Background: an optimization exercise with open tools, aiming at small area. Do not read the settings as production practice. RTL that was checked went through simulation tests only; none was proved equivalent to the original. The clock port is modelled as an ideal driver, which makes a skipped or thinned clock tree look cheaper than it is; a real chip needs a root buffer or a tree.

==> inputs of run a <==
==> flow/design.v (excerpt) <==
module formula # (
	parameter LEN = 8
) (
	input                         clk,
	input                         rst,
	input  signed [    LEN - 1:0] a,
	input  signed [    LEN - 1:0] b,
	input  signed [    LEN - 1:0] c,
	input  signed [    LEN - 1:0] d,
	input                         input_vld,
	output signed [3 * LEN - 1:0] res,
	output                        res_overflow,
	output                        output_vld
);
clock: 6.0 ns
lec_check: 0
cap_margin: 0
core_margin: 2
core_utilization: 40
gpl_timing_driven: 0
slew_margin: 0
synth_hierarchical: 1
standard.sh (not shown) runs the stock make flow with config.mk's settings and CLKGATE_MAP_FILE= SYNTH_SCRIPT=/design/flow/synth_recipe.tcl, a recipe that flattens the netlist after the stock synthesis.
==> flow/flow/run.sh <==
#!/bin/bash
# The standard layout (the standard.sh) with these ORFS settings:
# synthesis buffers removed at floorplan, the smallest buffer on each port,
# and a hand-built one-level clock tree of four buffers (flow/manual_cts.tcl) in place of CTS.
set -e
here=$(pwd)
bash standard.sh REMOVE_ABC_BUFFERS=1 BUFFER_PORTS_ARGS="-buffer_cell sky130_fd_sc_hd__buf_1" \
  PRE_CTS_TCL=$here/flow/manual_cts.tcl finish > standard.log 2>&1
==> flow/flow/manual_cts.tcl <==
# Clock tree built by hand before CTS (the flow's clock_tree_synthesis call is
# skipped). The registers are split by placement into a left and a right half,
# and each half into a lower and an upper part. The clock port drives one clock
# buffer per part: a larger part gets a clkbuf_16, a smaller one a clkbuf_8.
# Every register is one buffer away from the clock port.
set parts {{0.6 sky130_fd_sc_hd__clkbuf_16} {0.4 sky130_fd_sc_hd__clkbuf_8}}
set db [ord::get_db]
set block [ord::get_db_block]
set clk_net [$block findNet clk]
set sinks {}
foreach it [$clk_net getITerms] {
  set bb [[$it getInst] getBBox]
  lappend sinks [list $it [expr {([$bb xMin] + [$bb xMax]) / 2}] [expr {([$bb yMin] + [$bb yMax]) / 2}]]
}
set n [llength $sinks]
puts "manual CTS: $n sinks"
set byx [lsort -integer -index 1 $sinks]
set half [expr {$n / 2}]
set cols [list [lrange $byx 0 [expr {$half - 1}]] [lrange $byx $half end]]
set g 0
foreach col $cols {
  set byy [lsort -integer -index 2 $col]
  set m [llength $byy]
  set k0 [expr {int(round($m * [lindex $parts 0 0]))}]
  # the larger part is the lower one in the left half and the upper one in the right half
  if {$g == 0} {
    set grps [list [list [lrange $byy 0 [expr {$k0 - 1}]] [lindex $parts 0 1]] [list [lrange $byy $k0 end] [lindex $parts 1 1]]]
  } else {
    set k1 [expr {$m - $k0}]
    set grps [list [list [lrange $byy 0 [expr {$k1 - 1}]] [lindex $parts 1 1]] [list [lrange $byy $k1 end] [lindex $parts 0 1]]]
  }
  foreach gb $grps {
    lassign $gb grp cell
    set sx 0; set sy 0
    foreach s $grp { incr sx [lindex $s 1]; incr sy [lindex $s 2] }
    set mx [expr {$sx / [llength $grp]}]
    set my [expr {$sy / [llength $grp]}]
    set inst [odb::dbInst_create $block [$db findMaster $cell] "clkbuf_man_$g"]
    set net [odb::dbNet_create $block "clknet_man_$g"]
    $net setSigType CLOCK
    [$inst findITerm A] connect $clk_net
    [$inst findITerm X] connect $net
    foreach s $grp {
      set it [lindex $s 0]
      $it disconnect
      $it connect $net
    }
    $inst setLocation $mx $my
    $inst setPlacementStatus PLACED
    puts "manual CTS: $cell $g drives [llength $grp] sinks at ($mx, $my)"
    incr g
  }
}
proc clock_tree_synthesis {args} { puts "clock_tree_synthesis skipped: manual clock tree" }
==> run b (differences from run a) <==
--- a/flow/design.v
+++ b/flow/design.v
@@ -397,28 +397,28 @@
 	fa_bit u178 (.a(c173), .b(s177), .ci(c174), .s(s178), .co(c178));
 	fa_bit u179 (.a(pp102), .b(pp110), .ci(pp117), .s(s179), .co(c179));
 	fa_bit u180 (.a(c176), .b(s179), .ci(c177), .s(s180), .co(c180));
 	fa_bit u181 (.a(pp111), .b(pp118), .ci(c179), .s(s181), .co(c181));
 	ha_bit u182 (.a(pp41), .b(pp49), .s(s182), .co(c182));
 	ha_bit u183 (.a(s146), .b(c139), .s(s183), .co(c183));
 	fa_bit u184 (.a(c146), .b(s153), .ci(c183), .s(s184), .co(c184));
-	fa_bit u185 (.a(c153), .b(s160), .ci(c184), .s(s185), .co(c185));
+	ha_bit u185 (.a(c153), .b(s160), .s(s185), .co(c185));
 	fa_bit u186 (.a(c160), .b(s166), .ci(c185), .s(s186), .co(c186));
 	fa_bit u187 (.a(c166), .b(s171), .ci(c186), .s(s187), .co(c187));
-	ha_bit u188 (.a(c171), .b(s175), .s(s188), .co(c188));
+	fa_bit u188 (.a(c171), .b(s175), .ci(c187), .s(s188), .co(c188));
 	fa_bit u189 (.a(c175), .b(s178), .ci(c188), .s(s189), .co(c189));
 	fa_bit u190 (.a(s180), .b(c178), .ci(c189), .s(s190), .co(c190));
 	fa_bit u191 (.a(s181), .b(c180), .ci(c190), .s(s191), .co(c191));
 	assign s192 = pp119 ^ c181 ^ c191;
 	logic [16:0] s2;
 	always_ff @(posedge clk)
 		s2  <= ({s192, s191, s190, s189, s188, s187, s186, s185, s184, s183, s139, s133, s128, s124, s121, s182, pp40} | {1'b0, {3{ov1}}, 13'd0}) & {~ov1, 16'hffff};
 	logic [1:0] bc2;
 	always_ff @(posedge clk)
-		bc2 <= {c187, c182} & {2{~ov1}};
+		bc2 <= {c184, c182} & {2{~ov1}};
 	wire sg193;
 	wire k194;
 	wire s195, c195;
 	wire s196, c196;
 	wire s197, c197;
 	wire s198, c198;
 	wire s199, c199;
@@ -429,28 +429,28 @@
 	wire s204, c204;
 	wire s205, c205;
 	wire s206, c206;
 	wire s207, c207;
 	wire s208, c208;
 	wire s209, c209;
 	wire s210;
-	assign sg193 = s2[16] ^ (s2[15] & (s2[14] & (s2[13] & ((s2[12] & (s2[11] & (s2[10] & (s2[9] & (s2[8] & (s2[7] & (s2[6] & (s2[5] & (s2[4] & (s2[3] & (s2[2] & bc2[0]))))))))))) | (s2[12] & bc2[1]) | ((s2[11] & (s2[10] & (s2[9] & (s2[8] & (s2[7] & (s2[6] & (s2[5] & (s2[4] & (s2[3] & (s2[2] & bc2[0])))))))))) & bc2[1])))));
+	assign sg193 = s2[16] ^ (s2[15] & (s2[14] & (s2[13] & (s2[12] & (s2[11] & (s2[10] & ((s2[9] & (s2[8] & (s2[7] & (s2[6] & (s2[5] & (s2[4] & (s2[3] & (s2[2] & bc2[0])))))))) | (s2[9] & bc2[1]) | ((s2[8] & (s2[7] & (s2[6] & (s2[5] & (s2[4] & (s2[3] & (s2[2] & bc2[0]))))))) & bc2[1]))))))));
 	assign k194 = s2[0] & sg193;
 	ha_bit u195 (.a(s2[1]), .b(k194), .s(s195), .co(c195));
 	fa_bit u196 (.a(s2[2]), .b(c195), .ci(bc2[0]), .s(s196), .co(c196));
 	ha_bit u197 (.a(s2[3]), .b(c196), .s(s197), .co(c197));
 	ha_bit u198 (.a(s2[4]), .b(c197), .s(s198), .co(c198));
 	ha_bit u199 (.a(s2[5]), .b(c198), .s(s199), .co(c199));
 	ha_bit u200 (.a(s2[6]), .b(c199), .s(s200), .co(c200));
 	ha_bit u201 (.a(s2[7]), .b(c200), .s(s201), .co(c201));
 	ha_bit u202 (.a(s2[8]), .b(c201), .s(s202), .co(c202));
-	ha_bit u203 (.a(s2[9]), .b(c202), .s(s203), .co(c203));
+	fa_bit u203 (.a(s2[9]), .b(c202), .ci(bc2[1]), .s(s203), .co(c203));
 	ha_bit u204 (.a(s2[10]), .b(c203), .s(s204), .co(c204));
 	ha_bit u205 (.a(s2[11]), .b(c204), .s(s205), .co(c205));
-	fa_bit u206 (.a(s2[12]), .b(c205), .ci(bc2[1]), .s(s206), .co(c206));
+	ha_bit u206 (.a(s2[12]), .b(c205), .s(s206), .co(c206));
 	ha_bit u207 (.a(s2[13]), .b(c206), .s(s207), .co(c207));
 	ha_bit u208 (.a(s2[14]), .b(c207), .s(s208), .co(c208));
 	ha_bit u209 (.a(s2[15]), .b(c208), .s(s209), .co(c209));
 	assign s210 = s2[16] ^ c209;
 	logic [15:0] r3, r4, r5;
 	always_ff @(posedge clk) begin
 		r3 <= {s210, s209, s208, s207, s206, s205, s204, s203, s202, s201, s200, s199, s198, s197, s196, s195};
==> flow/flow/run.sh (replaced) <==
#!/bin/bash
# The standard layout (the standard.sh) with these ORFS settings:
# synthesis buffers removed at floorplan, the smallest buffer on each port,
# and a clock tree of small clock buffers without dummy loads.
set -e
bash standard.sh REMOVE_ABC_BUFFERS=1 BUFFER_PORTS_ARGS="-buffer_cell sky130_fd_sc_hd__buf_1" CTS_ARGS="-sink_clustering_enable -repair_clock_nets -dont_use_dummy_load -buf_list {sky130_fd_sc_hd__clkbuf_8}" finish > standard.log 2>&1
removed: flow/flow/manual_cts.tcl
==> summary of the runs <==
- Run b passed the timing, DRC and antenna checks. Run a finished with timing, DRC and antenna clean.
- Clock skew: run a is lower than run b (0.022 ns).
- Of run b and run a, run a has the higher sequential share of layout area (gap 0.41 points).
- Wire length is about the same in run b and run a.
- Between run a and run b, the lower cell area is in run a (gap 1.2%, measured against run b).
Function not checked in run b: the RTL went through the layout flow alone. In run a the design's own scripts or RTL, not TritonCTS, make the clock network.

-- static timing again, ports no longer ideal --
In the flow no input, the clock included, has a driving cell. The finished layouts below were timed again as built, in two steps.
Step 1 sets driving cells, clkbuf_16 on the clock port and buf_2 on the other inputs (assumed; they add their load-dependent delay and slew).
Step 2 times the ports against the registers' clock, not the clock port: input delays grow and output delays shrink by t, the midpoint of the rising clock arrivals with the driver on.
Three values: no drivers, after step 1, after step 2; two values: the first two.
run	t (ns)	setup WS [ns]	hold WS [ns]	worst setup path after step 2	cell pins on the clock port's net
run a	0.231	0.849 / 0.850 / 0.850	0.335 / 0.335 / 0.335	register to register	4
run b	0.382	0.232 / 0.232 / 0.232	0.307 / 0.307 / 0.307	register to register	1
After both steps every run listed still meets setup and hold.
